Background: an optimization exercise with open tools, aiming at small area and a short achievable clock period. Do not read the settings as production practice. RTL that was checked went through simulation tests only; none was proved equivalent to the original. Only the layout flow was run in run 1; the RTL was not checked for function there. Power figures rest on the tool's default switching activity, not on a simulated workload.

==> flow/design.v, too long to show whole: its modules and the start of the top module <==
// module mk_mac: 962 lines
module mk_mac(CLK,
	      RST_N,
	      put_inp_A_a,
	      EN_put_inp_A,
	      RDY_put_inp_A,
	      put_inp_B_b,
	      EN_put_inp_B,
	      RDY_put_inp_B,
	      put_inp_C_c,
	      EN_put_inp_C,
	      RDY_put_inp_C,
	      put_inp_sel_sel,
	      EN_put_inp_sel,
	      RDY_put_inp_sel,
	      get_mac_op,
	      RDY_get_mac_op);
  // ...
==> flow/flow/run.sh <==
#!/bin/bash
# Standard synthesis, then the standard layout steps with faster port
# buffers and a tighter timing-repair target.
set -e
bash standard.sh synth > synth.log 2>&1
bash standard.sh "BUFFER_PORTS_ARGS=-buffer_cell sky130_fd_sc_hd__buf_2" SETUP_SLACK_MARGIN=6 finish > layout.log 2>&1
==> flow/standard.sh <==
#!/bin/bash
# synth_recipe.tcl (not shown) runs the flow's synth.tcl, then flattens the netlist and writes it again
# the make line also repeats each setting of config.mk as NAME=value (left out here)
make -C /OpenROAD-flow-scripts/flow DESIGN_CONFIG=/design/flow/config.mk WORK_HOME=/design/flow/orfs CLKGATE_MAP_FILE= SYNTH_SCRIPT=/design/flow/synth_recipe.tcl "${@:-finish}"
==> flow/config.mk <==
export PLATFORM = sky130hd
export DESIGN_NAME = mk_mac
export DESIGN_NICKNAME = mk_mac
export VERILOG_FILES = /design/flow/design.v
export SDC_FILE = /design/flow/constraint.sdc
export NUM_CORES = 8
export LEC_CHECK = 0
export ABC_AREA = 1
export CAP_MARGIN = 20
export CORE_MARGIN = 2
export CORE_UTILIZATION = 65
export CTS_CLUSTER_DIAMETER = 100
export CTS_CLUSTER_SIZE = 30
export PLACE_DENSITY = 0.75
export SLEW_MARGIN = 20
==> flow/constraint.sdc <==
create_clock -name core_clock -period 9.0 [get_ports {CLK}]
set_input_delay 1.8000 -clock core_clock [delete_from_list [all_inputs] [get_ports {CLK}]]
set_output_delay 1.8000 -clock core_clock [all_outputs]
set_load 0.01 [all_outputs]
==> flow_metrics.tcl, run 1 <==
set metrics [dict create \
    hold_violations 0 \
    yosysMostFrequentCell "nand2_1" \
    dp_cells 3390 \
    cts_max_level 1 \
    utilization 0.706 \
    final_max_slew_viol_count 0 \
    ys.flop_type "dfxtp_1" \
    ys_ff_latch 647 \
    routed_wl_um 56000 \
    inv_count 347 \
    slowest_stage "fa_1" \
    critPathKind "flop to flop" \
    grt_max_degree 40 \
    grt_antenna_before_repair 0 \
    clk_pin_slew_worst_paths_ns 0.12 \
    hold_path_end "t1_c[27]$_DFF_P_" \
    synth_top_area_frac 0.428 \
    synth_top_family_by_area "simple AND/OR/NAND/NOR gates" \
    top_power_group "registers" \
    post_dp_cell_area_um2 26500 \
    r2r_start "rg_A[1]$_DFFE_PP_" \
    design.core.area_um2 38900 \
    cp_top_family "adder cells" \
    fin_setup_tns_ns 0 \
    clock_latency_ns 0.60 \
    dp_slack_ns 5.70 \
    antenna_left 0 \
    cts_setup_buffers 7 \
    layout.nets 3150 \
    multi_input_area_um2 10100 \
    status "finished clean" \
]
==> run 2: changes to the inputs <==
--- a/flow/design.v
+++ b/flow/design.v
@@ -436,63 +436,62 @@
   wire       ci2 = (ce2 == 8'd255);
   wire       nswp = t2_e < ce2;
   wire [7:0] npc = t2_e - ce2;
   wire [7:0] ncp = ce2 - t2_e;
   wire [7:0] ndif = nswp ? ncp : npc;
   wire       nexc = (t2_e == 8'd255) | ci2;
   wire       nboth0 = (t2_e == 8'd0) & cz2;
   wire       nule = ~nexc & (nboth0 | ((npc == 8'd0) & (t2_f <= t2_c[22:16])));
-  reg        t3_s, t3_swp, t3_exc, t3_nan, t3_both0, t3_ule;
+  wire       z3 = (k3 == 2'd3) ? nboth0 : (k3 == 2'd1) ? cz2 : 1'b0;
+  reg        t3_s, t3_asel, t3_exc, t3_nan;
   reg [4:0]  t3_sh;
   reg [7:0]  t3_e;
   reg [6:0]  t3_f;
-  reg [31:0] t3_c;
+  reg [22:0] t3_cf;
+  reg        t3_cs;
   always @(posedge CLK) begin
-    t3_s <= t2_s;
-    t3_c <= t2_c;
+    t3_s  <= t2_s;
+    t3_cs <= t2_c[31];
+    t3_cf <= z3 ? 23'd0 : t2_c[22:0];
     case (k3)
       2'd3: begin
-        t3_f <= t2_f; t3_e <= nswp ? ce2 : t2_e; t3_swp <= nswp;
+        t3_f <= nboth0 ? 7'd0 : t2_f; t3_e <= nswp ? ce2 : t2_e; t3_asel <= nswp | nule;
         t3_sh <= (nexc | (ndif[7:5] != 3'd0)) ? 5'd31 : ndif[4:0];
         t3_exc <= nexc; t3_nan <= (t2_c[22:0] != 23'd0) | (t2_f != 7'd0);
-        t3_both0 <= nboth0; t3_ule <= nule;
       end
       2'd1: begin
-        t3_f <= 7'd0; t3_e <= ce2; t3_swp <= ~cz2;
+        t3_f <= 7'd0; t3_e <= ce2; t3_asel <= 1'b1;
         t3_sh <= (ci2 | (ce2[7:5] != 3'd0)) ? 5'd31 : ce2[4:0];
         t3_exc <= ci2; t3_nan <= (t2_c[22:0] != 23'd0);
-        t3_both0 <= cz2; t3_ule <= cz2;
       end
       default: begin
-        t3_f <= {~k3[1], 6'd0}; t3_e <= 8'd255; t3_swp <= 1'b0;
+        t3_f <= {~k3[1], 6'd0}; t3_e <= 8'd255; t3_asel <= 1'b0;
         t3_sh <= 5'd31;
         t3_exc <= 1'b1; t3_nan <= (t2_c[22:0] != 23'd0) | ~k3[1];
-        t3_both0 <= 1'b0; t3_ule <= 1'b0;
       end
     endcase
   end
-  wire        asel = t3_swp | t3_ule;
+  wire        asel = t3_asel;
   wire [22:0] mf3 = {t3_f, 16'd0};
-  wire [22:0] cf3 = t3_c[22:0];
-  wire [22:0] af3 = t3_both0 ? 23'd0 : (asel ? cf3 : mf3);
-  wire [22:0] bf3 = t3_both0 ? 23'd0 : (asel ? mf3 : cf3);
+  wire [22:0] af3 = asel ? t3_cf : mf3;
+  wire [22:0] bf3 = asel ? mf3 : t3_cf;
   wire [26:0] bm3 = {1'b1, bf3, 3'b0};
-  wire        sub3 = t3_s ^ t3_c[31];
+  wire        sub3 = t3_s ^ t3_cs;
   wire [26:0] shf3 = (bm3 >> t3_sh) ^ {27{sub3}};
   reg        t4_sub, t4_s, t4_exc, t4_nan;
   reg [7:0]  t4_e;
   reg [22:0] t4_a;
   reg [26:0] t4_b;
   always @(posedge CLK) begin
     t4_sub <= sub3;
-    t4_s   <= asel ? t3_c[31] : t3_s;
+    t4_s   <= asel ? t3_cs : t3_s;
     t4_exc <= t3_exc;
     t4_nan <= t3_nan;
-    t4_e   <= t3_e + 8'd1;
+    t4_e   <= t3_e + 8'd2;
     t4_a   <= af3;
     t4_b   <= shf3;
   end
   wire ad_g1 = 1'b0 & t4_b[0];
   wire ad_x2 = 1'b0 ^ t4_b[0];
   wire ad_g3 = 1'b0 & t4_b[1];
   wire ad_x4 = 1'b0 ^ t4_b[1];
   wire ad_g5 = 1'b0 & t4_b[2];
@@ -803,34 +802,35 @@
   wire lz_c86 = lz_v73 ? lz_c76 : lz_c81;
   wire lz_c87 = lz_v73 ? lz_c77 : lz_c82;
   wire lz_c88 = ~lz_v73;
   wire lz_v = lz_v83;
   wire [4:0] lz_c = {lz_c88, lz_c87, lz_c86, lz_c85, lz_c84};
   wire [4:0] lz = lz_v ? lz_c : 5'd2;
   reg        t6_s, t6_exc, t6_nan;
   reg [7:0]  t6_e;
-  reg [4:0]  t6_l;
+  reg [4:0]  t6_l, t6_ln;          
   reg [27:0] t6_m;
   always @(posedge CLK) begin
     t6_s   <= t5_s;
     t6_exc <= t5_exc;
     t6_nan <= t5_nan;
     t6_e   <= t5_e;                 
     t6_l   <= lz;
+    t6_ln  <= ~lz;
     t6_m   <= t5_m;
   end
   wire [27:0] nm = t6_m << t6_l;
   wire v6 = vld[6];
   reg        t7_s, t7_rnd;
   reg [7:0]  t7_e;
   reg [22:0] t7_f;
   always @(posedge CLK) begin
     t7_s   <= v6 & t6_s;
-    t7_e   <= ~v6 ? 8'd0 : t6_exc ? 8'd255 : t6_e - {3'd0, t6_l};
+    t7_e   <= ~v6 ? 8'd0 : t6_exc ? 8'd255 : t6_e + {3'b111, t6_ln};    
     t7_f   <= ~v6 ? 23'd0 : t6_exc ? (t6_nan ? 23'h400000 : 23'd0) : nm[26:4];
     t7_rnd <= v6 & ~t6_exc & nm[3] & (nm[4] | (nm[2:0] != 3'd0));
   end
   wire ri_g1 = 1'b0 | (t7_f[1] & (t7_rnd & t7_f[0]));
   wire ri_p2 = t7_f[1] & t7_f[0];
   wire ri_g3 = 1'b0;
   wire ri_p4 = t7_f[3] & t7_f[2];
   wire ri_g5 = 1'b0;
==> flow/config.mk (replaced) <==
export PLATFORM = sky130hd
export DESIGN_NAME = mk_mac
export DESIGN_NICKNAME = mk_mac
export VERILOG_FILES = /design/flow/design.v
export SDC_FILE = /design/flow/constraint.sdc
export NUM_CORES = 8
export LEC_CHECK = 0
export ABC_AREA = 0
export CAP_MARGIN = 20
export CORE_MARGIN = 2
export CORE_UTILIZATION = 65
export CTS_CLUSTER_DIAMETER = 100
export CTS_CLUSTER_SIZE = 30
export PLACE_DENSITY = 0.75
export SLEW_MARGIN = 20
==> run 2 against run 1 <==
- still clean on timing, DRC and antenna
- routed wire length fell by 11%
- register-to-register slack got worse by 0.13 ns
- final cell count fell by 19%
- critical path type unchanged
==> flow_metrics.tcl, run 2 <==
set metrics [dict create \
    fp.dieH_um 200 \
    ir_drop_uv 169 \
    critPathKind "flop to flop" \
    multi_input_area_um2 10200 \
    synth_edf_count 96 \
    p_per_area_nw_per_um2 304 \
    setup_viol 0 \
    min_path_type "flop to flop" \
    m1WireLength_um 21200 \
    endpoint_kind "flop" \
    cp_top_family "simple AND/OR/NAND/NOR gates" \
    cts_tree "yes" \
    cp-start-kind "flop" \
    cpMostUsedCell "or3_4" \
    wire_per_inst_um 17.7 \
    hold_buffers 0 \
    async_flop_share 0 \
    avgSynthCellArea_um2 11.4 \
    via_count 15300 \
    ys_types 72 \
    gr-total-overflow 0 \
    die_w_um 200 \
    wl_met3_um 1870 \
    hold_ws_ns 0.330 \
    synth_top_area_frac 0.446 \
    worstMarginPinSlew_ns 1.12 \
    post_dp_cell_area_um2 25800 \
    cp_num_buf_inv 0 \
    drc_errors 0 \
    met2_length_um 25100 \
    die_area_um2 39800 \
    fin_area_um2 27000 \
    layout.nets 2507 \
    ys.flop_type "dfxtp_1" \
    fin_ws_ns 5.98 \
    diodes 0 \
    ys_ff_latch 650 \
    final_cell_mix "dfxtp_1 (541), inv_1 (143), nor2_1 (132)" \
    clockBufferDepth 3 \
    grt_setup_unrepaired "yes" \
    antenna_left 0 \
    io_buffers 102 \
    top_layer "met4" \
    min_period_ns 3.02 \
    grt_pass1_vias 15200 \
    design.core.area_um2 37700 \
    hold_violations 0 \
    slew_headroom 0.252 \
    drtPass1Iterations 5 \
    cts_made_buffers 25 \
    cp.arrival_ns 3.38 \
    finClkSkew_ns 0.0224 \
    start_util 0.660 \
    seqCellArea_um2 14000 \
    place_hpwl_um 37300 \
    drive_above_1_share 0.128 \
    grt_antenna_before_repair 1 \
    routed_wl_um 49600 \
    ys_warn_count 1 \
    cts_max_level 1 \
    dp_slack_ns 5.49 \
    area_growth_pct 8.61 \
    pin_count 108 \
    fillers 2814 \
    crit_fanout 4 \
    clock_latency_ns 0.60 \
    synthCells 2173 \
    path_cells "or4_4 -> nor3_4 -> nor3b_4 -> nand2_2 -> or3_4 -> or3_4 -> or3_4 -> mux2i_4 -> xor2_1" \
    cellLeakagePower_uw 0.0116 \
    drt_iter0_drc 872 \
    slowest_stage "or4_4" \
    synth-seq-area-share 0.562 \
    yosysMostFrequentCell "dfxtp_1" \
    crit_required_ns 9.36 \
    std_cell_rows 71 \
    synth_top_area_cell "dfxtp_1" \
    vias_per_cell 5.45 \
    clock_sinks 650 \
    ctsRootBufferMaster "clkbuf_16" \
    utilization 0.717 \
    fin_crit_sh 0.336 \
    final_common_cell "dfxtp_1" \
    ys_top_cells_by_count "dfxtp_1 (554), inv_1 (144), nor2_1 (132)" \
    grt_pass1_wl_um 77600 \
    grt_max_degree 57 \
    synthTopCellsByArea "dfxtp_1 (45%), edfxtp_1 (12%), fa_1 (4.8%), ha_1 (4.8%), mux2i_1 (2.8%)" \
    clk_pin_slew_worst_paths_ns 0.11 \
    globalplace.congestion 0.922 \
    track_usage 0.250 \
    fmax_ghz 0.331 \
    final_max_slew_viol_count 0 \
    fin_setup_tns_ns 0 \
    synth_area_um2 24900 \
    maxCapViolCount 0 \
    status "finished clean" \
    cp_slowest_stage_delay_ns 0.56 \
]
run 2: cell count changes in the layout (fill, tap and decap cells not counted), moves of 32 or more:
cell and delta:
mux2_2 +55, xnor2_1 +65, nand4_1 -32, inv_1 -184, o21ai_1 -36, mux2i_1 +62
nand2_1 -558, nor2b_1 +34, nand3_1 -262, and2_1 +91
run 2: timing repair:
item / CTS / global route
resized for setup: 13 / 40
endpoints found under the setup margin: 58 / 41
buffers inserted: 1 / 36
hold endpoints to repair: 0 / 0
pin swaps: 1 / 11
run 2: cell families after synthesis:
kind of cell | synth area share
muxes | 0.0639
adders and majority gates | 0.0966
AOI/OAI and AO/OA | 0.0784
other | 0.000151
and+or+nand+nor | 0.116
xor gates and xnor gates | 0.0497
buffers and inverters | 0.0339
DFF | 0.562
run 2: worst reg2reg max path, cell delays in order (launching register included):
cell	delay [ns]
dfxtp_4	0.38
or4_4	0.56
nor3_4	0.22
nor3b_4	0.27
nand2_2	0.10
or3_4	0.34
or3_4	0.34
or3_4	0.35
mux2i_4	0.15
xor2_1	0.08
run 2: worst paths after layout:
path                                        from                    to  cells after the start  slack [ns]
worst max-delay path            t1_c[16]$_DFF_P_  i8_res[31]$_DFFE_PN_                      9        5.98
worst min-delay path             t5_e[6]$_DFF_P_       t6_e[6]$_DFF_P_                      0        0.33
worst min register to register   t5_e[6]$_DFF_P_       t6_e[6]$_DFF_P_                      0        0.33
worst max register to register  t1_c[16]$_DFF_P_  i8_res[31]$_DFFE_PN_                      9        5.98
run 2: layout make-up:
| type | count | area share |
|---|---|---|
| Multi-Input combinational cell | 1308 | 0.379 |
| Timing Repair Buffer | 147 | 0.0320 |
| Clock inverter | 3 | 0.00125 |
| Sequential cell | 650 | 0.518 |
| Tap cell | 511 | 0.0237 |
| Inverter | 148 | 0.0208 |
| Clock buffer | 40 | 0.0252 |
run 2: report_power, final:
| part | leakage [uW] | total, uW | internal, uW | switching (uW) |
|---|---|---|---|---|
| clock network | 0.000344 | 1360 | 535 | 827 |
| logic | 0.00567 | 2750 | 1240 | 1510 |
| registers | 0.00557 | 4100 | 3610 | 490 |
run 2: through the flow:
step,std cells,power [uW]
6_report,2807,8210
5_1_grt,2807,8740
4_1_cts,2771,8130
3_5_place_dp,2727,6760
3_3_place_gp,2727,6680
2_1_floorplan,2177,6000
run 2: metal layers:
metal / track usage / vias to the layer above
li1: - / 7556
met1: 0.320 / 7295
met2: 0.453 / 366
met3: 0.0240 / 89
met4: 0.0683 / 0
met5: 0 / -
==> run 3: changes to the inputs <==
--- a/flow/config.mk
+++ b/flow/config.mk
@@ -5,7 +5,7 @@
 export SDC_FILE = /design/flow/constraint.sdc
 export NUM_CORES = 8
 export LEC_CHECK = 0
-export ABC_AREA = 0
+export ABC_AREA = 1
 export CAP_MARGIN = 20
 export CORE_MARGIN = 2
 export CORE_UTILIZATION = 65
==> run 3 against run 2 <==
- still clean on timing, DRC and antenna
- via count increased by 19%
- utilization decreased by 1.2 points
- design area increased by 1.6%
- final cell count increased by 23%
- register-to-register slack improved by 0.15 ns
- largest cell class unchanged
- largest power group unchanged
==> flow_metrics.tcl, run 3 <==
set metrics [dict create \
    status "finished clean" \
    grt_pass1_wl_um 89200 \
    yosysMostFrequentCell "nand2_1" \
    crit_fanout 1 \
    setup_viol 0 \
    cp_top_family "flip-flops" \
    finClkSkew_ns 0.0257 \
    muxShareOfSynthArea 0.00272 \
    fp.dieH_um 203 \
    routed_wl_um 55800 \
    ys.flop_type "dfxtp_1" \
    synth_top_area_cell "dfxtp_1" \
    std_cell_rows 72 \
    cts_tree "yes" \
    globalplace.congestion 0.931 \
    fin_setup_tns_ns 0 \
    async_flop_share 0 \
    grt_setup_unrepaired "no" \
    utilization 0.705 \
    slew_headroom 0.312 \
    crit_required_ns 7.20 \
    antenna_left 0 \
    cp_slowest_stage_delay_ns 0.35 \
    top_layer "met4" \
    pin_count 108 \
    layout.nets 3151 \
    drt_iter0_drc 1365 \
    drc_errors 0 \
    p_per_area_nw_per_um2 301 \
    place_hpwl_um 42600 \
    cts_made_buffers 25 \
    min_from "t8[28]$_DFF_P_" \
    wl_met3_um 2430 \
    synthTopCellsByArea "dfxtp_1 (43%), edfxtp_1 (11%), nand2_1 (11%), inv_1 (5.2%), fa_1 (4.7%)" \
    synth_simple_gate_area_frac 0.198 \
    area_growth_pct 6.51 \
    drive_above_1_share 0.0709 \
    grt_pass1_vias 17500 \
    cp.arrival_ns 1.08 \
    cts_max_level 1 \
    ctsRootBufferMaster "clkbuf_16" \
    synthAdderAreaFrac 0.0932 \
    drtPass1Iterations 8 \
    hold_buffers 0 \
    stdcell_count 3453 \
    clock_latency_ns 0.61 \
    slowest_stage "dfxtp_1" \
    endpoint_kind "primary output" \
    start_util 0.662 \
    power_uw 8280 \
    worstMarginPinSlew_ns 1.03 \
    r2r_start "rg_B[3]$_DFFE_PP_" \
    ys_types 56 \
    wire_per_inst_um 16.2 \
    grt_antenna_before_repair 0 \
    avgSynthCellArea_um2 9.02 \
    ys_top_cells_by_count "nand2_1 (745), dfxtp_1 (554), inv_1 (356)" \
    gr-total-overflow 0 \
    path_cells "buf_2" \
    synth_edf_count 96 \
    ir_drop_uv 194 \
    cp_num_buf_inv 1 \
    min_path_type "flop to flop" \
    ys_ff_latch 650 \
    hold_ws_ns 0.329 \
    synth_area_um2 25800 \
    synth_top_area_frac 0.430 \
    via_count 18300 \
    final_max_slew_viol_count 0 \
    met2_length_um 27600 \
    synth_top_family_by_area "simple AND/OR/NAND/NOR gates" \
    fin_crit_sh 0.320 \
    dp_cells 3394 \
    final_cell_mix "nand2_1 (745), dfxtp_1 (550), inv_1 (353)" \
    ys_warn_count 1 \
    diodes 0 \
    die_w_um 203 \
    vias_per_cell 5.30 \
    io_buffers 102 \
    die_area_um2 41300 \
    synth_compound_area_frac 0.0620 \
    final_common_cell "nand2_1" \
    clock_sinks 650 \
    clockBufferDepth 3 \
    synth-seq-area-share 0.542 \
    fmax_ghz 0.347 \
    cellLeakagePower_uw 0.0134 \
    m1WireLength_um 24300 \
    design.core.area_um2 38900 \
    maxCapViolCount 0 \
    track_usage 0.272 \
    crit_start "rg_out[31]$_DFF_P_" \
    critPathKind "flop to primary output" \
    synth-xor-area-share 0.0302 \
    synthCells 2858 \
    hold_violations 0 \
    grt_max_degree 55 \
    clk_pin_slew_worst_paths_ns 0.11 \
    min_period_ns 2.88 \
    cp-start-kind "flop" \
]
[run 3: cell count changes in the layout (fill, tap and decap cells not counted), sizes merged, moves of 62 or more]
cell	change
xnor2	-64
nand3	+167
o21ai	+62
mux2i	-63
nand2	+623
inv	+217
and2	-93
[run 3: area by class of cell]
class | instances | area [um^2]
clock buffer | 36 | 677
sequential | 650 | 14000
timing repair buffer | 127 | 723
tap | 518 | 648
fill | 2972 | 11500
multi-input combinational | 1752 | 10000
clock inverter | 2 | 28.8
inverter | 368 | 1400
[run 3: final timing paths]
check,slack [ns],to,cells past startpoint
max,6.12,get_mac_op[31],1
min,0.33,t9[28]$_DFF_P_,0
max reg2reg,6.13,t0_r1[9]$_DFF_P_,8
min reg2reg,0.33,t9[28]$_DFF_P_,0
[run 3: kinds of logic (layout without fill, tap and decap cells)]
| group | Yosys count | count (layout) |
|---|---|---|
| AO/OA/AOI/OAI | 285 | 285 |
| multiplexers | 7 | 7 |
| adder cells (fa/ha/maj) | 156 | 156 |
| flip-flops | 650 | 650 |
| other | 1 | 5 |
| buffers and inverters | 460 | 533 |
| XOR/XNOR | 88 | 88 |
| AND/OR/NAND/NOR | 1211 | 1211 |
[run 3: through the flow]
step / area [um^2] / setup WS (ns)
after CTS: 27300 / 6.00
after global routing: 27500 / 6.00
after detailed placement: 26500 / 5.88
final: 27500 / 6.12
after floorplan: 25800 / 6.06
after global placement: 26500 / 5.97
[run 3: metal layers]
metal  vias up  GRT usage
li1       9164          -
met1      8554      0.352
met2       478      0.488
met3        94     0.0259
met4         0     0.0779
met5         -          0
[run 3: report_power, final]
group / leakage, uW / internal [uW] / total (uW) / switching (uW)
Clock: 0.000341 / 536 / 1380 / 840
Sequential: 0.00557 / 3600 / 4050 / 454
Combinational: 0.00752 / 1020 / 2840 / 1820
[run 3: timing repair]
item	in CTS	in global routing
pin swaps	0	1
buffers inserted	0	21
endpoints found under the setup margin	24	36
resized for setup	2	14
==> run 4: changes to the inputs <==
==> flow/flow/run.sh (replaced) <==
#!/bin/bash
# Standard synthesis, then the standard layout steps with faster port
# buffers and a tighter timing-repair target.
set -e
bash standard.sh synth > synth.log 2>&1
bash standard.sh "BUFFER_PORTS_ARGS=-buffer_cell sky130_fd_sc_hd__buf_2" SETUP_SLACK_MARGIN=6.3 finish > layout.log 2>&1
==> run 4 against run 3 <==
- still clean
- critical path depth unchanged
- synthesized cell count unchanged
- combinational power up 3%
- critical path type unchanged
- critical endpoint is now get_mac_op[8]
- largest power group unchanged
==> flow_metrics.tcl, run 4 <==
set metrics [dict create \
    final_common_cell "nand2_1" \
    wire_per_inst_um 15.9 \
    cp_top_family "flip-flops" \
    crit_required_ns 7.20 \
    ys_types 56 \
    finClkSkew_ns 0.0168 \
    slowest_stage "dfxtp_2" \
    crit_start "rg_out[8]$_DFF_P_" \
    async_flop_share 0 \
    endpoint_kind "primary output" \
    synth_top_area_frac 0.430 \
    grt_antenna_before_repair 1 \
    fin_setup_tns_ns 0 \
    place_hpwl_um 41800 \
    synthTopCellsByArea "dfxtp_1 (43%), edfxtp_1 (11%), nand2_1 (11%), inv_1 (5.2%), fa_1 (4.7%)" \
    cp-start-kind "flop" \
    synth_compound_area_frac 0.0620 \
    grt_setup_unrepaired "yes" \
    avgSynthCellArea_um2 9.02 \
    synth_top_family_by_area "simple AND/OR/NAND/NOR gates" \
    seqCellArea_um2 14000 \
    clk_pin_slew_worst_paths_ns 0.11 \
    ys_top_cells_by_count "nand2_1 (745), dfxtp_1 (554), inv_1 (356)" \
    hold_violations 0 \
    synth_simple_gate_area_frac 0.198 \
    final_cell_mix "nand2_1 (736), dfxtp_1 (533), inv_1 (331)" \
    r2r_start "rg_B[5]$_DFFE_PP_" \
    ctsRootBufferMaster "clkbuf_16" \
    via_count 18400 \
    fin_crit_sh 0.317 \
    antenna_left 0 \
    std_cell_rows 72 \
    cp_num_buf_inv 1 \
    min_path_type "flop to flop" \
    area_growth_pct 8.25 \
    cts_made_buffers 25 \
    design.core.area_um2 38900 \
    muxShareOfSynthArea 0.00272 \
    ys_warn_count 1 \
    critPathKind "flop to primary output" \
    min_from "rg_C[27]$_DFFE_PP_" \
    cp.arrival_ns 1.05 \
    fmax_ghz 0.351 \
    hold_buffers 0 \
    clockBufferDepth 3 \
    setup_viol 0 \
    cp_slowest_stage_delay_ns 0.35 \
    ys_ff_latch 650 \
    globalplace.congestion 0.946 \
    worstMarginPinSlew_ns 0.888 \
    path_cells "buf_6" \
    synth_top_area_cell "dfxtp_1" \
    final_max_slew_viol_count 0 \
    cts_tree "yes" \
    min_period_ns 2.85 \
    routed_wl_um 55200 \
    synthAdderAreaFrac 0.0932 \
    cts_max_level 1 \
    multi_input_area_um2 10200 \
    synthCells 2858 \
    ir_drop_uv 235 \
    clock_sinks 650 \
    fillers 2901 \
    grt_pass1_wl_um 87300 \
    synth_edf_count 96 \
    gr-total-overflow 0 \
    maxCapViolCount 0 \
    drt_iter0_drc 1459 \
    drtPass1Iterations 7 \
    p_per_area_nw_per_um2 298 \
    grt_pass1_vias 17500 \
    io_buffers 102 \
    drc_errors 0 \
    hold_ws_ns 0.333 \
    die_w_um 203 \
    start_util 0.662 \
    yosysMostFrequentCell "nand2_1" \
    grt_max_degree 45 \
    ys.flop_type "dfxtp_1" \
    r2r_slack_ns 6.24 \
    fp.dieH_um 203 \
    crit_fanout 1 \
    clock_latency_ns 0.60 \
    pin_count 108 \
    slew_headroom 0.407 \
    layout.nets 3172 \
    synth_area_um2 25800 \
    status "finished clean" \
    drive_above_1_share 0.102 \
    track_usage 0.265 \
    synth-xor-area-share 0.0302 \
    synth-seq-area-share 0.542 \
    cellLeakagePower_uw 0.0135 \
    vias_per_cell 5.31 \
    die_area_um2 41300 \
]
-- run 4: cells by family (layout without fill, tap and decap cells) --
family                     after synthesis  in the layout
AOI/OAI and AO/OA                      285            286
DFF                                    650            650
and+or+nand+nor                       1211           1211
xor gates and xnor gates                88             88
other                                    1              6
muxes                                    7              7
adders and majority gates              156            156
buffers and inverters                  460            553
-- run 4: power breakdown --
part | total [uW] | switching, uW | internal [uW]
logic | 2930 | 1850 | 1070
registers | 4030 | 427 | 3600
clock network | 1360 | 829 | 529
-- run 4: repair_timing --
item | 4_1_cts | 5_1_grt
gates resized for setup | 48 | 71
gates cloned | 0 | 1
pin swaps | 22 | 31
setup endpoints to repair | 73 | 122
setup buffers | 33 | 7
-- run 4: metrics by stage --
stage | setup WS (ns) | std cells | util | power (uW) | cell area (um^2)
floorplan | 6.28 | 2862 | - | 6090 | 25900
detailed placement | 5.97 | 3395 | 0.682 | 6870 | 26600
CTS | 6.12 | 3466 | 0.710 | 8260 | 27600
global placement | 6.06 | 3395 | 0.682 | 6780 | 26600
finish | 6.15 | 3475 | 0.717 | 8320 | 27900
global route | 6.11 | 3474 | 0.717 | 8910 | 27900
-- run 4: worst paths after layout --
path              cells after the start                to
setup / recovery                      1     get_mac_op[8]
hold / removal                        0  t0_c[27]$_DFF_P_
setup reg to reg                      9  t0_r1[8]$_DFF_P_
hold reg to reg                       0  t0_c[27]$_DFF_P_
-- run 4: area by class of cell --
cell class / instances / area share
clock inverter: 2 / 0.00112
timing repair buffer: 147 / 0.0354
inverter: 368 / 0.0501
tap: 518 / 0.0232
clock buffer: 36 / 0.0239
antenna: 1 / 0.0000897
multi-input combinational: 1753 / 0.364
sequential: 650 / 0.502
-- run 4: layer usage --
metal / part of all wire / global-route usage
met1: 0.42 / 0.342
met5: 0 / 0
met3: 0.053 / 0.0313
met2: 0.49 / 0.469
met4: 0.034 / 0.0795
==> run 5: changes to the inputs <==
==> flow/flow/run.sh (replaced) <==
#!/bin/bash
# Standard synthesis, then the standard layout steps with faster port
# buffers and a tighter timing-repair target.
set -e
bash standard.sh synth > synth.log 2>&1
bash standard.sh "BUFFER_PORTS_ARGS=-buffer_cell sky130_fd_sc_hd__buf_2" SETUP_SLACK_MARGIN=6.15 finish > layout.log 2>&1
==> run 5 against run 4 <==
- hold slack got worse by 0.0076 ns
- final cell count rose by 0.26%
- area after synthesis did not move
- via count rose by 1.6%
- critical endpoint is now get_mac_op[29]
- highest routed layer unchanged
- fmax fell by 0.21%
- critical path type unchanged
==> flow_metrics.tcl, run 5 <==
set metrics [dict create \
    stdcell_count 3484 \
    dp_cells 3394 \
    drtPass1Iterations 11 \
    cp_top_family "flip-flops" \
    ys_warn_count 1 \
    top_layer "met4" \
    avgSynthCellArea_um2 9.02 \
    async_flop_share 0 \
    fin_crit_sh 0.318 \
    grt_max_degree 55 \
    synth_top_area_frac 0.430 \
    hold_buffers 0 \
    slowest_stage "dfxtp_2" \
    ir_drop_uv 169 \
    ys.flop_type "dfxtp_1" \
    holdPathStages 0 \
    dp_slack_ns 5.90 \
    crit_fanout 1 \
    path_cells "buf_6" \
    track_usage 0.279 \
    cellLeakagePower_uw 0.0136 \
    cp_slowest_stage_delay_ns 0.34 \
    grt_pass1_wl_um 91300 \
    cts_made_buffers 25 \
    finClkSkew_ns 0.0368 \
    cts_max_level 1 \
    grt_setup_unrepaired "yes" \
    routed_wl_um 58800 \
    maxCapViolCount 0 \
    design.core.area_um2 38900 \
    grt_antenna_before_repair 0 \
    ys_ff_latch 650 \
    grt_pass1_vias 18200 \
    ys_top_cells_by_count "nand2_1 (745), dfxtp_1 (554), inv_1 (356)" \
    fmax_ghz 0.350 \
    drc_errors 0 \
    clockBufferDepth 3 \
    endpoint_kind "primary output" \
    area_growth_pct 8.15 \
    clock_latency_ns 0.62 \
    wl_met3_um 2690 \
    fp.dieH_um 203 \
    synthTopCellsByArea "dfxtp_1 (43%), edfxtp_1 (11%), nand2_1 (11%), inv_1 (5.2%), fa_1 (4.7%)" \
    drive_above_1_share 0.0921 \
    die_w_um 203 \
    worstMarginPinSlew_ns 1.06 \
    cp_num_buf_inv 1 \
    fin_ws_ns 6.14 \
    hold_violations 0 \
    antenna_left 0 \
    p_per_area_nw_per_um2 301 \
    clk_pin_slew_worst_paths_ns 0.11 \
    ctsRootBufferMaster "clkbuf_16" \
    final_common_cell "nand2_1" \
    io_buffers 102 \
    start_util 0.662 \
    min_period_ns 2.86 \
    r2r_start "rg_B[5]$_DFFE_PP_" \
    r2r_slack_ns 6.16 \
    synth-seq-area-share 0.542 \
    cp-start-kind "flop" \
    reg2regPathDepth 9 \
    rr_endpoint "t0_r1[8]$_DFF_P_" \
    min_from "t0_c[28]$_DFF_P_" \
    cts_tree "yes" \
    m1WireLength_um 24800 \
    drt_iter0_drc 1464 \
    setup_viol 0 \
    clock_sinks 650 \
    slew_headroom 0.289 \
    globalplace.congestion 0.935 \
    wire_per_inst_um 16.9 \
    die_area_um2 41300 \
    pin_count 108 \
    via_count 18700 \
    hold_path_end "t1_c[28]$_DFF_P_" \
    place_hpwl_um 43600 \
    met2_length_um 29500 \
    hold_ws_ns 0.325 \
    critPathKind "flop to primary output" \
    synth_area_um2 25800 \
    layout.nets 3181 \
    fin_setup_tns_ns 0 \
    min_path_type "flop to flop" \
    std_cell_rows 72 \
    ys_types 56 \
    final_max_slew_viol_count 0 \
    cp.arrival_ns 1.06 \
    crit_required_ns 7.20 \
    status "finished clean" \
    final_cell_mix "nand2_1 (744), dfxtp_1 (531), inv_1 (345)" \
    synth_edf_count 96 \
    synth_top_area_cell "dfxtp_1" \
    vias_per_cell 5.38 \
    synthCells 2858 \
    gr-total-overflow 0 \
    yosysMostFrequentCell "nand2_1" \
]
-- run 5: cell counts after synthesis --
No cell type changed its count.
-- run 5: logic make-up after synthesis --
group / Yosys count / synth area share
and+or+nand+nor: 1211 / 0.198
DFF: 650 / 0.542
buffers and inverters: 460 / 0.0711
AOI/OAI and AO/OA: 285 / 0.0620
adders and majority gates: 156 / 0.0932
xor gates and xnor gates: 88 / 0.0302
muxes: 7 / 0.00272
other: 1 / 0.000145
-- run 5: worst max path at each step --
stage                               end  depth (start not counted)  slack, ns                from
floorplan              t0_r1[7]$_DFF_P_                         11       6.15       md_i8$_DFF_P_
global placement       t0_r1[7]$_DFF_P_                          9       5.98       md_i8$_DFF_P_
detailed placement  t3_cf[1]$_SDFF_PP0_                          7       5.90       md_i8$_DFF_P_
CTS                      get_mac_op[28]                          1       6.12  rg_out[28]$_DFF_P_
global route           t0_r1[8]$_DFF_P_                          9       6.08   rg_B[5]$_DFFE_PP_
finish                   get_mac_op[29]                          1       6.14  rg_out[29]$_DFF_P_
-- run 5: routing by layer --
metal,vias to the layer above,global-route usage
li1,9237,-
met2,581,0.502
met3,116,0.0292
met4,0,0.0910
met5,-,0
met1,8807,0.351
-- run 5: final cells by class --
| class | instances | area (um^2) |
|---|---|---|
| multi-input combinational | 1753 | 10000 |
| tap | 518 | 648 |
| clock inverter | 2 | 26.3 |
| inverter | 368 | 1400 |
| timing repair buffer | 156 | 1070 |
| fill | 3012 | 11000 |
| antenna | 1 | 2.50 |
| sequential | 650 | 14000 |
| clock buffer | 36 | 688 |
-- run 5: timing repair --
item | 4_1_cts | 5_1_grt
resized for setup | 25 | 50
setup endpoints to repair | 72 | 98
setup buffers | 25 | 23
pin swaps | 1 | 20
gates cloned | 0 | 3
-- run 5: where the power goes --
group	internal [uW]	total, uW	switching (uW)	leakage (uW)
Clock	544	1390	842	0.000346
Combinational	1070	2940	1870	0.00768
Sequential	3610	4060	459	0.00558
-- run 5: through the flow --
step	utilization	total power (uW)	cell area (um^2)
CTS	0.707	8310	27500
floorplan	-	6080	25800
global route	0.716	8970	27900
finish	0.716	8390	27900
detailed placement	0.682	6920	26500
global placement	0.682	6800	26500
==> run 6: changes to the inputs <==
==> flow/flow/run.sh (replaced) <==
#!/bin/bash
# Standard synthesis, then the standard layout steps with faster port
# buffers and a tighter timing-repair target.
set -e
bash standard.sh synth > synth.log 2>&1
bash standard.sh "BUFFER_PORTS_ARGS=-buffer_cell sky130_fd_sc_hd__buf_2" SETUP_SLACK_MARGIN=6.2 finish > layout.log 2>&1
--- a/flow/config.mk
+++ b/flow/config.mk
@@ -5,7 +5,7 @@
 export SDC_FILE = /design/flow/constraint.sdc
 export NUM_CORES = 8
 export LEC_CHECK = 0
-export ABC_AREA = 1
+export ABC_AREA = 0
 export CAP_MARGIN = 20
 export CORE_MARGIN = 2
 export CORE_UTILIZATION = 65
==> run 6 against run 5 <==
- sequential share of layout area rose by 0.79 points
- fmax fell by 1.1%
- non-clock buffer count rose by 11
- sequential cell count did not move
- clock power barely moved
- hold slack got worse by 0.0082 ns
- sequential power rose by 1%
- design area fell by 1.4%
- worst setup slack got worse by 0.032 ns
- synthesized cell count fell by 24%
- critical path type is now flop to flop
- critical endpoint is now i8_res[31]$_DFFE_PN_
- highest routed layer unchanged
==> flow_metrics.tcl, run 6 <==
set metrics [dict create \
    worstMarginPinSlew_ns 1.09 \
    async_flop_share 0 \
    die_area_um2 39800 \
    finClkSkew_ns 0.0265 \
    place_hpwl_um 37000 \
    start_util 0.660 \
    power_uw 8330 \
    endpoint_kind "flop" \
    path_cells "or4_4 -> nor3_4 -> nor3b_4 -> nand2_2 -> or3_4 -> or3_4 -> or3_4 -> mux2i_2 -> xor2_1" \
    ys_warn_count 1 \
    ys.flop_type "dfxtp_1" \
    pin_count 108 \
    crit_required_ns 9.35 \
    hold_violations 0 \
    drc_errors 0 \
    avgSynthCellArea_um2 11.4 \
    utilization 0.730 \
    fin_crit_sh 0.321 \
    r2r_start "t1_q[1]$_DFF_P_" \
    gr-total-overflow 0 \
    ir_drop_uv 199 \
    cp_top_family "simple AND/OR/NAND/NOR gates" \
    drive_above_1_share 0.163 \
    maxCapViolCount 0 \
    grt_pass1_vias 15100 \
    layout.nets 2527 \
    min_period_ns 2.89 \
    p_per_area_nw_per_um2 303 \
    io_buffers 102 \
    synth_top_area_cell "dfxtp_1" \
    synth_area_um2 24900 \
    clk_pin_slew_worst_paths_ns 0.11 \
    grt_max_degree 54 \
    final_cell_mix "dfxtp_1 (520), inv_1 (132), nor2_1 (130)" \
    clock_latency_ns 0.60 \
    synth_top_area_frac 0.446 \
    cp-start-kind "flop" \
    cp_num_buf_inv 0 \
    wire_per_inst_um 17.7 \
    routed_wl_um 49900 \
    rr_endpoint "i8_res[31]$_DFFE_PN_" \
    fmax_ghz 0.346 \
    fin_ws_ns 6.11 \
    synthTopCellsByArea "dfxtp_1 (45%), edfxtp_1 (12%), fa_1 (4.8%), ha_1 (4.8%), mux2i_1 (2.8%)" \
    reg2regPathDepth 9 \
    cpMostUsedCell "or3_4" \
    clockBufferDepth 3 \
    setup_viol 0 \
    multi_input_area_um2 10400 \
    critPathKind "flop to flop" \
    area_growth_pct 10.6 \
    final_common_cell "dfxtp_1" \
    design.core.area_um2 37700 \
    cellLeakagePower_uw 0.0117 \
    dp_slack_ns 5.60 \
    slowest_stage "or4_4" \
    via_count 15500 \
    ys_ff_latch 650 \
    globalplace.congestion 0.901 \
    status "finished clean" \
    r2r_slack_ns 6.11 \
    track_usage 0.251 \
    final_max_slew_viol_count 0 \
    diodes 0 \
    fin_setup_tns_ns 0 \
    ys_types 72 \
    grt_pass1_wl_um 77800 \
    grt_setup_unrepaired "yes" \
    synthCells 2173 \
    fillers 2676 \
    crit_fanout 3 \
    grt_antenna_before_repair 1 \
    cts_max_level 1 \
    synth_edf_count 96 \
    ys_top_cells_by_count "dfxtp_1 (554), inv_1 (144), nor2_1 (132)" \
    antenna_left 0 \
    min_path_type "flop to flop" \
    vias_per_cell 5.49 \
    drtPass1Iterations 5 \
    cts_made_buffers 25 \
    fp.dieH_um 200 \
    synth-seq-area-share 0.562 \
    cts_tree "yes" \
    clock_sinks 650 \
    slew_headroom 0.270 \
    hold_path_end "t2_c[15]$_DFF_P_" \
    cp.arrival_ns 3.24 \
    holdPathStages 0 \
    yosysMostFrequentCell "dfxtp_1" \
    min_from "t1_c[15]$_DFF_P_" \
    cp_slowest_stage_delay_ns 0.55 \
    seqCellArea_um2 14000 \
    drt_iter0_drc 852 \
    die_w_um 200 \
    std_cell_rows 71 \
    ctsRootBufferMaster "clkbuf_16" \
]
==> run 6: cell types whose count changed after synthesis, moves of 27 or more <==
cell / previous run / this run
o21ai_0: 121 / 67
and2_1: 3 / 97
nand2_1: 745 / 125
mux2i_1: 7 / 70
nor3_1: 18 / 45
xnor2_1: 15 / 80
mux2_2: 0 / 55
a211oi_1: 2 / 31
nor2_1: 169 / 132
inv_1: 356 / 144
nor2b_1: 0 / 34
nand3_1: 187 / 23
nand2b_1: 0 / 27
==> run 6: kinds of logic after synthesis <==
kind of cell	share of synthesized area
XOR/XNOR	0.0497
AO/OA/AOI/OAI	0.0784
flip-flops	0.562
other	0.000151
adder cells (fa/ha/maj)	0.0966
multiplexers	0.0639
buffers and inverters	0.0339
AND/OR/NAND/NOR	0.116
==> run 6: layout make-up <==
cell class / count / area share
flip-flops and latches: 650 / 0.510
repair buffers: 167 / 0.0418
clock inverters: 2 / 0.00114
inverters: 148 / 0.0205
clock buffers: 39 / 0.0247
well taps: 511 / 0.0233
multi-input cells: 1308 / 0.378
==> run 6: worst max-delay path by stage <==
stage,endpoint,cells after the start,slack [ns],from
global placement,t2_f[0]$_SDFF_PN0_,10,5.62,t1_p[15]$_DFF_P_
floorplan,t0_r1[8]$_DFF_P_,9,6.18,md_i8$_DFF_P_
detailed placement,t3_sh[4]$_DFF_P_,11,5.60,t2_c[23]$_DFF_P_
finish,i8_res[31]$_DFFE_PN_,9,6.11,t1_q[1]$_DFF_P_
CTS,i8_res[31]$_DFFE_PN_,9,6.09,t1_q[1]$_DFF_P_
global route,i8_res[31]$_DFFE_PN_,9,6.03,t1_q[1]$_DFF_P_
==> run 6: timing repair <==
action / CTS / global route
resized for setup: 61 / 97
pin swaps: 26 / 40
hold buffers: 0 / 0
endpoints found under the hold margin: 0 / 0
setup buffers: 36 / 20
endpoints found under the setup margin: 106 / 97
==> run 6: power by group <==
group	internal (uW)	total, uW	switching (uW)
Sequential	3610	4110	495
Clock	534	1360	822
Combinational	1310	2860	1550
==> run 6: per-stage QoR <==
step	hold slack [ns]	instances	cell area, um^2
3_3_place_gp	0.310	2728	25900
6_report	0.317	2825	27500
4_1_cts	0.321	2805	27000
2_1_floorplan	0.310	2177	24900
5_1_grt	0.328	2825	27500
3_5_place_dp	0.312	2728	25900
==> run 6: worst reg2reg max path, cell delays in order (launching register included) <==
cell and delay [ns]:
dfxtp_2 0.34, or4_4 0.55, nor3_4 0.15, nor3b_4 0.24, nand2_2 0.09, or3_4 0.34
or3_4 0.34, or3_4 0.34, mux2i_2 0.17, xor2_1 0.09
==> run 6: layer usage <==
layer / up-vias / share of wire / GRT usage
met4: 0 / 0.039 / 0.0870
met2: 396 / 0.50 / 0.452
met3: 103 / 0.040 / 0.0258
met5: - / 0 / 0
met1: 7411 / 0.42 / 0.315
li1: 7611 / - / -
==> run 7: changes to the inputs <==
==> flow/flow/run.sh (replaced) <==
#!/bin/bash
# Standard synthesis, then the standard layout steps with faster port
# buffers and a tighter timing-repair target.
set -e
bash standard.sh synth > synth.log 2>&1
bash standard.sh "BUFFER_PORTS_ARGS=-buffer_cell sky130_fd_sc_hd__buf_2" SETUP_SLACK_MARGIN=6.0 GPL_TIMING_DRIVEN=1 finish > layout.log 2>&1
==> run 7 against run 6 <==
- synthesized cell count is the same
- non-clock buffer count shrank 20
- utilization shrank 1.3 points
- power shrank 1.4%
- routed wire length shrank 0.60%
- clock skew shrank 0.0041 ns
- first-iteration DRC count grew 2.3%
- register-to-register slack lost 0.13 ns
- critical path type unchanged
- critical endpoint unchanged
- largest power group unchanged
==> flow_metrics.tcl, run 7 <==
set metrics [dict create \
    power_uw 8210 \
    synth_area_um2 24900 \
    ctsRootBufferMaster "clkbuf_16" \
    synthCells 2173 \
    min_path_type "flop to flop" \
    cp-start-kind "flop" \
    reg2regPathDepth 9 \
    yosysMostFrequentCell "dfxtp_1" \
    ys_ff_latch 650 \
    worstMarginPinSlew_ns 1.12 \
    status "finished clean" \
    cts_tree "yes" \
    async_flop_share 0 \
    fin_setup_tns_ns 0 \
    grt_pass1_wl_um 77600 \
    endpoint_kind "flop" \
    globalplace.congestion 0.922 \
    ir_drop_uv 169 \
    seqCellArea_um2 14000 \
    holdPathStages 0 \
    grt_max_degree 57 \
    place_hpwl_um 37300 \
    synth-seq-area-share 0.562 \
    grt_pass1_vias 15200 \
    crit_fanout 4 \
    setup_viol 0 \
    start_util 0.660 \
    vias_per_cell 5.45 \
    wire_per_inst_um 17.7 \
    gr-total-overflow 0 \
    pin_count 108 \
    routed_wl_um 49600 \
    cts_made_buffers 25 \
    io_buffers 102 \
    track_usage 0.250 \
    rr_endpoint "i8_res[31]$_DFFE_PN_" \
    hold_violations 0 \
    combPwrFrac 0.335 \
    dp_slack_ns 5.49 \
    cts_max_level 1 \
    final_common_cell "dfxtp_1" \
    slew_headroom 0.252 \
    fin_crit_sh 0.336 \
    r2r_start "t1_c[16]$_DFF_P_" \
    final_cell_mix "dfxtp_1 (541), inv_1 (143), nor2_1 (132)" \
    grt_antenna_before_repair 1 \
    cellLeakagePower_uw 0.0116 \
    finClkSkew_ns 0.0224 \
    fp.dieH_um 200 \
    design.core.area_um2 37700 \
    ys.flop_type "dfxtp_1" \
    clkPwrFrac 0.166 \
    std_cell_rows 71 \
    area_growth_pct 8.61 \
    synth_edf_count 96 \
    clockBufferDepth 3 \
    switchingPower_uw 2830 \
    ys_warn_count 1 \
    p_int_uw 5380 \
    hold_path_end "t6_e[6]$_DFF_P_" \
    die_w_um 200 \
    clk_pin_slew_worst_paths_ns 0.11 \
    clock_latency_ns 0.60 \
    via_count 15300 \
    drc_errors 0 \
    switching_share 0.345 \
    drtPass1Iterations 5 \
    p_per_area_nw_per_um2 304 \
    synthTopCellsByArea "dfxtp_1 (45%), edfxtp_1 (12%), fa_1 (4.8%), ha_1 (4.8%), mux2i_1 (2.8%)" \
    maxCapViolCount 0 \
    crit_required_ns 9.36 \
    fmax_ghz 0.331 \
    drt_iter0_drc 872 \
    synth_top_area_frac 0.446 \
    min_from "t5_e[6]$_DFF_P_" \
    grt_setup_unrepaired "yes" \
    cp.arrival_ns 3.38 \
    diodes 0 \
    drive_above_1_share 0.128 \
    min_period_ns 3.02 \
    r2r_slack_ns 5.98 \
    final_max_slew_viol_count 0 \
    multi_input_area_um2 10200 \
    avgSynthCellArea_um2 11.4 \
    clock_sinks 650 \
    ys_types 72 \
    antenna_left 0 \
    die_area_um2 39800 \
    layout.nets 2507 \
    critPathKind "flop to flop" \
    fin_ws_ns 5.98 \
    fillers 2814 \
    synth_top_area_cell "dfxtp_1" \
    p_seq_frac 0.499 \
    ys_top_cells_by_count "dfxtp_1 (554), inv_1 (144), nor2_1 (132)" \
]
[run 7: cell counts after synthesis]
Identical to the previous run, type by type.
[run 7: layout make-up]
| cell class | instances | area share |
|---|---|---|
| clock buffers | 40 | 0.0252 |
| clock inverters | 3 | 0.00125 |
| inverters | 148 | 0.0208 |
| multi-input cells | 1308 | 0.379 |
| flip-flops and latches | 650 | 0.518 |
| well taps | 511 | 0.0237 |
| repair buffers | 147 | 0.0320 |
[run 7: cell families (layout without fill, tap and decap cells)]
logic type / after synthesis / count (layout) / share of synthesized area
adders and majority gates: 156 / 156 / 0.0966
DFF: 650 / 650 / 0.562
and+or+nand+nor: 568 / 568 / 0.116
AOI/OAI and AO/OA: 301 / 301 / 0.0784
muxes: 137 / 137 / 0.0639
buffers and inverters: 219 / 338 / 0.0339
xor gates and xnor gates: 141 / 141 / 0.0497
other: 1 / 5 / 0.000151
[run 7: power by group through the flow]
| stage | Clock [uW] | Combinational [uW] | Sequential, uW |
|---|---|---|---|
| after floorplan | 0 | 2070 | 3930 |
| after global placement | 0 | 2560 | 4130 |
| after detailed placement | 0 | 2620 | 4150 |
| after CTS | 1390 | 2660 | 4080 |
| after global routing | 1500 | 3080 | 4160 |
| final | 1360 | 2750 | 4100 |
[run 7: how the worst max path moves through the flow]
stage / from / cells past startpoint / endpoint / slack, ns
2_1_floorplan: md_i8$_DFF_P_ / 9 / t0_r1[8]$_DFF_P_ / 6.05
3_3_place_gp: t1_p[15]$_DFF_P_ / 10 / t2_f[0]$_SDFF_PN0_ / 5.52
5_1_grt: t2_e[0]$_DFF_P_ / 12 / t3_sh[0]$_DFF_P_ / 5.92
4_1_cts: t2_e[0]$_DFF_P_ / 12 / t3_sh[0]$_DFF_P_ / 6.00
6_report: t1_c[16]$_DFF_P_ / 9 / i8_res[31]$_DFFE_PN_ / 5.98
3_5_place_dp: t4_sub$_DFF_P_ / 11 / t5_m[27]$_DFF_P_ / 5.49
[run 7: worst max-delay path: stages (launching register included)]
cell,delay (ns)
dfxtp_4,0.38
or4_4,0.56
nor3_4,0.22
nor3b_4,0.27
nand2_2,0.10
or3_4,0.34
or3_4,0.34
or3_4,0.35
mux2i_4,0.15
xor2_1,0.08
[run 7: what timing repair did]
item	in CTS	in global routing
hold buffers	0	0
setup endpoints to repair	58	41
pin swaps	1	11
setup buffers	1	36
resized for setup	13	40
[run 7: through the flow]
| stage | cell area (um^2) | utilization | instances | hold slack (ns) |
|---|---|---|---|---|
| floorplan | 24900 | - | 2177 | 0.310 |
| global placement | 25800 | 0.686 | 2727 | 0.310 |
| detailed placement | 25800 | 0.686 | 2727 | 0.312 |
| CTS | 26600 | 0.707 | 2771 | 0.332 |
| global route | 27000 | 0.717 | 2807 | 0.341 |
| finish | 27000 | 0.717 | 2807 | 0.330 |
[run 7: metal layers]
layer | track usage | wire (um)
met1 | 0.320 | 21200
met2 | 0.453 | 25100
met3 | 0.0240 | 1870
met4 | 0.0683 | 1450
met5 | 0 | 0
==> run 8: changes to the inputs <==
==> flow/flow/run.sh (replaced) <==
#!/bin/bash
# Standard synthesis, then the standard layout steps with faster port
# buffers and a tighter timing-repair target.
set -e
bash standard.sh synth > synth.log 2>&1
bash standard.sh "BUFFER_PORTS_ARGS=-buffer_cell sky130_fd_sc_hd__buf_2" SETUP_SLACK_MARGIN=6 finish > layout.log 2>&1
==> flow/config.mk (replaced) <==
export PLATFORM = sky130hd
export DESIGN_NAME = mk_mac
export DESIGN_NICKNAME = mk_mac
export VERILOG_FILES = /design/flow/design.v
export SDC_FILE = /design/flow/constraint.sdc
export NUM_CORES = 8
export LEC_CHECK = 0
export ABC_AREA = 1
export CAP_MARGIN = 20
export CORE_MARGIN = 2
export CORE_UTILIZATION = 50
export CTS_CLUSTER_DIAMETER = 100
export CTS_CLUSTER_SIZE = 30
export PLACE_DENSITY = 0.6
export SLEW_MARGIN = 20
==> run 8 against run 7 <==
- clock skew is 0.0012 ns higher
- clock-buffer cell count stayed put
- fmax up 3.6%
- critical endpoint is now t0_r1[8]$_DFF_P_
- still clean on timing, DRC and antenna
- clock power increased by 14%
- synthesized cell count up 32%
- sequential share of layout area down 1.5 points
- sequential cell count unchanged
- worst setup slack gained 0.11 ns
==> flow_metrics.tcl, run 8 <==
set metrics [dict create \
    synth_area_um2 25800 \
    final_common_cell "nand2_1" \
    power_uw 8440 \
    fin_crit_sh 0.324 \
    clk_pin_slew_worst_paths_ns 0.11 \
    fillers 4757 \
    final_max_slew_viol_count 0 \
    diodes 0 \
    yosysMostFrequentCell "nand2_1" \
    grt_max_degree 45 \
    ys_warn_count 1 \
    slew_headroom 0.351 \
    cts_max_level 1 \
    clockBufferDepth 3 \
    cp.arrival_ns 3.41 \
    seqCellArea_um2 14000 \
    worstMarginPinSlew_ns 0.971 \
    min_period_ns 2.92 \
    wire_per_inst_um 15.8 \
    finClkSkew_ns 0.0236 \
    critPathKind "flop to flop" \
    die_area_um2 53400 \
    setup_viol 0 \
    fp.dieH_um 231 \
    avgSynthCellArea_um2 9.02 \
    ys.flop_type "dfxtp_1" \
    area_growth_pct 7.87 \
    status "finished clean" \
    cp-start-kind "flop" \
    drc_errors 0 \
    layout.nets 3152 \
    grt_antenna_before_repair 0 \
    clock_sinks 650 \
    ys_types 56 \
    pin_count 108 \
    ir_drop_uv 210 \
    fin_area_um2 27800 \
    synthCells 2858 \
    post_dp_cell_area_um2 26700 \
    drtPass1Iterations 8 \
    io_buffers 102 \
    grt_pass1_wl_um 91200 \
    synth_top_area_cell "dfxtp_1" \
    final_cell_mix "nand2_1 (745), dfxtp_1 (549), inv_1 (355)" \
    design.core.area_um2 51100 \
    multi_input_area_um2 9990 \
    routed_wl_um 57400 \
    drive_above_1_share 0.0724 \
    globalplace.congestion 0.925 \
    grt_setup_unrepaired "yes" \
    r2r_slack_ns 6.08 \
    track_usage 0.216 \
    ctsRootBufferMaster "clkbuf_16" \
    fmax_ghz 0.343 \
    hold_violations 0 \
    drt_iter0_drc 1041 \
    ys_top_cells_by_count "nand2_1 (745), dfxtp_1 (554), inv_1 (356)" \
    std_cell_rows 83 \
    vias_per_cell 4.93 \
    antenna_left 0 \
    die_w_um 231 \
    cellLeakagePower_uw 0.0135 \
    min_path_type "flop to flop" \
    grt_pass1_vias 17200 \
    synthTopCellsByArea "dfxtp_1 (43%), edfxtp_1 (11%), nand2_1 (11%), inv_1 (5.2%), fa_1 (4.7%)" \
    via_count 17900 \
    async_flop_share 0 \
    ys_ff_latch 650 \
    synth-seq-area-share 0.542 \
    endpoint_kind "flop" \
    crit_fanout 5 \
    start_util 0.504 \
    place_hpwl_um 44800 \
    clock_latency_ns 0.61 \
    cts_made_buffers 28 \
    fin_ws_ns 6.08 \
    hold_ws_ns 0.330 \
    maxCapViolCount 0 \
    dp_slack_ns 5.80 \
    fin_setup_tns_ns 0 \
    gr-total-overflow 0 \
    synth_top_area_frac 0.430 \
    cts_tree "yes" \
    p_per_area_nw_per_um2 304 \
    crit_required_ns 9.50 \
    synth_edf_count 96 \
]
run 8: cell types whose count changed in the layout (fill, tap and decap cells not counted), sizes merged, moves of 39 or more:
cell	change
nand2	+623
xnor2	-64
mux2	-55
inv	+220
and2	-93
nand3	+167
nor2	+39
o21ai	+62
mux2i	-63
run 8: cell families (layout without fill, tap and decap cells):
kind of cell / after synthesis / after routing / synth area share
flip-flops: 650 / 650 / 0.542
AO/OA/AOI/OAI: 285 / 285 / 0.0620
multiplexers: 7 / 7 / 0.00272
other: 1 / 5 / 0.000145
buffers and inverters: 460 / 540 / 0.0711
AND/OR/NAND/NOR: 1211 / 1211 / 0.198
adder cells (fa/ha/maj): 156 / 156 / 0.0932
XOR/XNOR: 88 / 88 / 0.0302
run 8: power breakdown:
group | leakage (uW) | internal [uW] | switching (uW)
clock | 0.000432 | 637 | 918
combinational | 0.00749 | 1010 | 1800
sequential | 0.00557 | 3600 | 466
run 8: cell type report:
class                      instances  area share
clock buffer                      40      0.0279
tap                              680      0.0306
multi-input combinational       1752       0.359
inverter                         368      0.0502
timing repair buffer             125      0.0245
clock inverter                     7     0.00441
sequential                       650       0.503
run 8: metrics by stage:
step	utilization	instances
final	0.544	3622
after global routing	0.544	3622
after CTS	0.541	3604
after detailed placement	0.523	3557
after global placement	0.523	3557
after floorplan	-	2862
run 8: layer usage:
metal,vias to the layer above,track usage,part of all wire
li1,9176,-,-
met1,8248,0.295,0.47
met5,-,0,0
met2,364,0.374,0.48
met4,0,0.0462,0.021
met3,69,0.0204,0.034
run 8: timing repair:
| item | in CTS | in global routing |
|---|---|---|
| endpoints found under the setup margin | 26 | 54 |
| hold buffers | 0 | 0 |
| setup buffers | 0 | 18 |
| gates resized for setup | 2 | 10 |
run 8: worst paths after layout:
| path | from | end | depth (start not counted) |
|---|---|---|---|
| setup / recovery | rg_B[5]$_DFFE_PP_ | t0_r1[8]$_DFF_P_ | 8 |
| hold / removal | t0_c[7]$_DFF_P_ | t1_c[7]$_DFF_P_ | 0 |
| setup reg to reg | rg_B[5]$_DFFE_PP_ | t0_r1[8]$_DFF_P_ | 8 |
| hold reg to reg | t0_c[7]$_DFF_P_ | t1_c[7]$_DFF_P_ | 0 |
run 8: worst max-delay path, stage by stage (launching register included):
cell	delay (ns)
edfxtp_1	0.52
nand2_1	0.12
inv_1	0.06
fa_1	0.44
fa_1	0.54
inv_1	0.05
fa_1	0.54
inv_1	0.06
fa_1	0.47
==> run 9: changes to the inputs <==
--- a/flow/config.mk
+++ b/flow/config.mk
@@ -8,8 +8,8 @@
 export ABC_AREA = 1
 export CAP_MARGIN = 20
 export CORE_MARGIN = 2
-export CORE_UTILIZATION = 50
+export CORE_UTILIZATION = 75
 export CTS_CLUSTER_DIAMETER = 100
 export CTS_CLUSTER_SIZE = 30
-export PLACE_DENSITY = 0.6
+export PLACE_DENSITY = 0.85
 export SLEW_MARGIN = 20
==> run 9 against run 8 <==
- sequential share of layout area rose by 0.73 points
- still clean
- clock power decreased by 8%
- die area shrank 33%
- routed wire length rose by 4.7%
- clock-buffer cell count decreased by 3
==> flow_metrics.tcl, run 9 <==
set metrics [dict create \
    status "finished clean" \
    wire_per_inst_um 17.7 \
    avgSynthCellArea_um2 9.02 \
    via_count 19100 \
    ys_ff_latch 650 \
    synth_edf_count 96 \
    synth_area_um2 25800 \
    area_growth_pct 6.31 \
    clk_pin_slew_worst_paths_ns 0.11 \
    synth_top_area_frac 0.430 \
    die_w_um 189 \
    track_usage 0.334 \
    met2_length_um 30300 \
    grt_max_degree 45 \
    final_max_slew_viol_count 0 \
    cts_max_level 1 \
    globalplace.congestion 0.965 \
    final_common_cell "nand2_1" \
    grt_setup_unrepaired "no" \
    routed_wl_um 60100 \
    hold_ws_ns 0.324 \
    hold_buffers 0 \
    vias_per_cell 5.63 \
    clockBufferDepth 3 \
    synth_top_area_cell "dfxtp_1" \
    min_period_ns 2.88 \
    design.core.area_um2 33700 \
    async_flop_share 0 \
    cellLeakagePower_uw 0.0134 \
    critPathKind "flop to flop" \
    top_layer "met4" \
    cp.arrival_ns 3.35 \
    pin_count 108 \
    m1WireLength_um 23800 \
    drc_errors 0 \
    fillers 2035 \
    final_cell_mix "nand2_1 (745), dfxtp_1 (551), inv_1 (352)" \
    clock_latency_ns 0.60 \
    maxCapViolCount 0 \
    drtPass1Iterations 6 \
    start_util 0.765 \
    min_path_type "flop to flop" \
    power_uw 8400 \
    setup_viol 0 \
    grt_pass1_vias 18800 \
    yosysMostFrequentCell "nand2_1" \
    wl_met3_um 3680 \
    cts_tree "yes" \
    ys_warn_count 1 \
    slew_headroom 0.286 \
    fp.dieH_um 189 \
    ctsRootBufferMaster "clkbuf_16" \
    synthTopCellsByArea "dfxtp_1 (43%), edfxtp_1 (11%), nand2_1 (11%), inv_1 (5.2%), fa_1 (4.7%)" \
    place_hpwl_um 44600 \
    cts_made_buffers 25 \
    finClkSkew_ns 0.0178 \
    io_buffers 102 \
    ir_drop_uv 223 \
    p_per_area_nw_per_um2 306 \
    clock_sinks 650 \
    worstMarginPinSlew_ns 1.07 \
    ys.flop_type "dfxtp_1" \
    std_cell_rows 67 \
    gr-total-overflow 0 \
    drt_iter0_drc 1620 \
    grt_pass1_wl_um 94600 \
    cp-start-kind "flop" \
    ys_top_cells_by_count "nand2_1 (745), dfxtp_1 (554), inv_1 (356)" \
    ys_types 56 \
    fin_setup_tns_ns 0 \
    synth-seq-area-share 0.542 \
    die_area_um2 35900 \
    grt_antenna_before_repair 0 \
    antenna_left 0 \
    hold_violations 0 \
    fmax_ghz 0.347 \
    synthCells 2858 \
    endpoint_kind "flop" \
    fin_crit_sh 0.320 \
    diodes 0 \
    crit_fanout 8 \
    crit_required_ns 9.48 \
    layout.nets 3153 \
    drive_above_1_share 0.0731 \
]
## run 9: cell counts after synthesis
Identical to the previous run, type by type.
## run 9: final cells by class
type | instances | area [um^2] | area share
timing repair buffer | 128 | 706 | 0.0258
clock inverter | 4 | 73.8 | 0.00269
clock buffer | 37 | 671 | 0.0245
inverter | 368 | 1390 | 0.0508
tap | 448 | 561 | 0.0205
multi-input combinational | 1753 | 10000 | 0.366
sequential | 650 | 14000 | 0.510
## run 9: per-layer routing
layer / vias up / GRT usage
li1: 9185 / -
met1: 8892 / 0.414
met2: 835 / 0.606
met3: 157 / 0.0306
met4: 0 / 0.126
met5: - / 0
## run 9: kinds of logic (layout without fill, tap and decap cells)
group,after synthesis,in the layout,synth area share
AO/OA/AOI/OAI,285,286,0.0620
XOR/XNOR,88,88,0.0302
adder cells (fa/ha/maj),156,156,0.0932
buffers and inverters,460,537,0.0711
flip-flops,650,650,0.542
multiplexers,7,7,0.00272
other,1,5,0.000145
AND/OR/NAND/NOR,1211,1211,0.198
## run 9: worst paths after layout
kind                            cells after the start          endpoint               from  slack [ns]
worst min-delay path                                0      t3_s$_DFF_P_       t2_s$_DFF_P_        0.32
worst max register to register                      8  t0_r1[8]$_DFF_P_  rg_B[5]$_DFFE_PP_        6.12
worst min register to register                      0      t3_s$_DFF_P_       t2_s$_DFF_P_        0.32
worst max-delay path                                8  t0_r1[8]$_DFF_P_  rg_B[5]$_DFFE_PP_        6.12
## run 9: repair_timing
action / in CTS / in global routing
setup endpoints to repair: 30 / 56
gates resized for setup: 2 / 15
buffers inserted: 0 / 22
cloned: 0 / 1
pin swaps: 0 / 3
## run 9: critical path, stage by stage (launching register included)
cell      delay (ns)
edfxtp_1        0.56
nand2_1         0.11
inv_1           0.06
fa_2            0.39
fa_1            0.53
inv_1           0.05
fa_1            0.52
inv_1           0.05
fa_1            0.47
## run 9: through the flow
stage	instances	setup WS, ns	instance area (um^2)	util
final	3388	6.12	27400	0.813
after CTS	3365	6.02	27200	0.807
after floorplan	2862	6.06	25800	-
after global routing	3388	6.01	27400	0.813
after detailed placement	3324	5.88	26400	0.785
after global placement	3324	6.06	26400	0.785
## run 9: power by group
group          internal, uW  switching [uW]  leakage, uW  total [uW]
clock network           574             846     0.000363        1420
logic                  1030            1890      0.00751        2920
registers              3600             453      0.00557        4050
total                  5210            3190       0.0134        8400

-- port drivers added, routing unchanged --
The results above use ideal ports. As a check the final layouts listed here were re-extracted and re-timed, cells and wires unchanged.
Step 1 sets driving cells, clkbuf_16 on the clock port and buf_2 on the other inputs (assumed; they add their load-dependent delay and slew).
Step 2 times the ports against the registers' clock, not the clock port: input delays grow and output delays shrink by t, the midpoint of the rising clock arrivals with the driver on.
a / b / c = ideal ports / drivers / drivers and shift; a / b = the first two.
run | shift t [ns] | slack for setup (ns) | latest minus earliest clock arrival (ns) | worst register clock-pin slew, ns | cell pins on the clock port's net
run 1 | 0.639 | 6.105 / 6.069 / 6.105 | 0.048 / 0.048 | 0.12 / 0.12 | 1
run 2 | 0.649 | 5.975 / 5.975 / 5.975 | 0.025 / 0.025 | 0.11 / 0.11 | 1
run 3 | 0.657 | 6.116 / 6.057 / 6.132 | 0.026 / 0.026 | 0.12 / 0.12 | 1
run 4 | 0.647 | 6.147 / 6.092 / 6.131 | 0.022 / 0.021 | 0.12 / 0.12 | 1
run 5 | 0.655 | 6.141 / 6.082 / 6.152 | 0.039 / 0.039 | 0.12 / 0.12 | 1
run 6 | 0.639 | 6.109 / 6.094 / 6.109 | 0.027 / 0.027 | 0.12 / 0.12 | 1
run 7 | 0.649 | 5.975 / 5.975 / 5.975 | 0.025 / 0.025 | 0.11 / 0.11 | 1
run 8 | 0.661 | 6.082 / 6.064 / 6.082 | 0.028 / 0.027 | 0.11 / 0.11 | 1
run 9 | 0.649 | 6.121 / 6.075 / 6.121 | 0.023 / 0.023 | 0.12 / 0.12 | 1
After both steps every run listed still meets setup and hold. For run 4, which loses most, drivers alone change the setup slack by -0.055 ns; drivers and shift together by -0.016 ns.
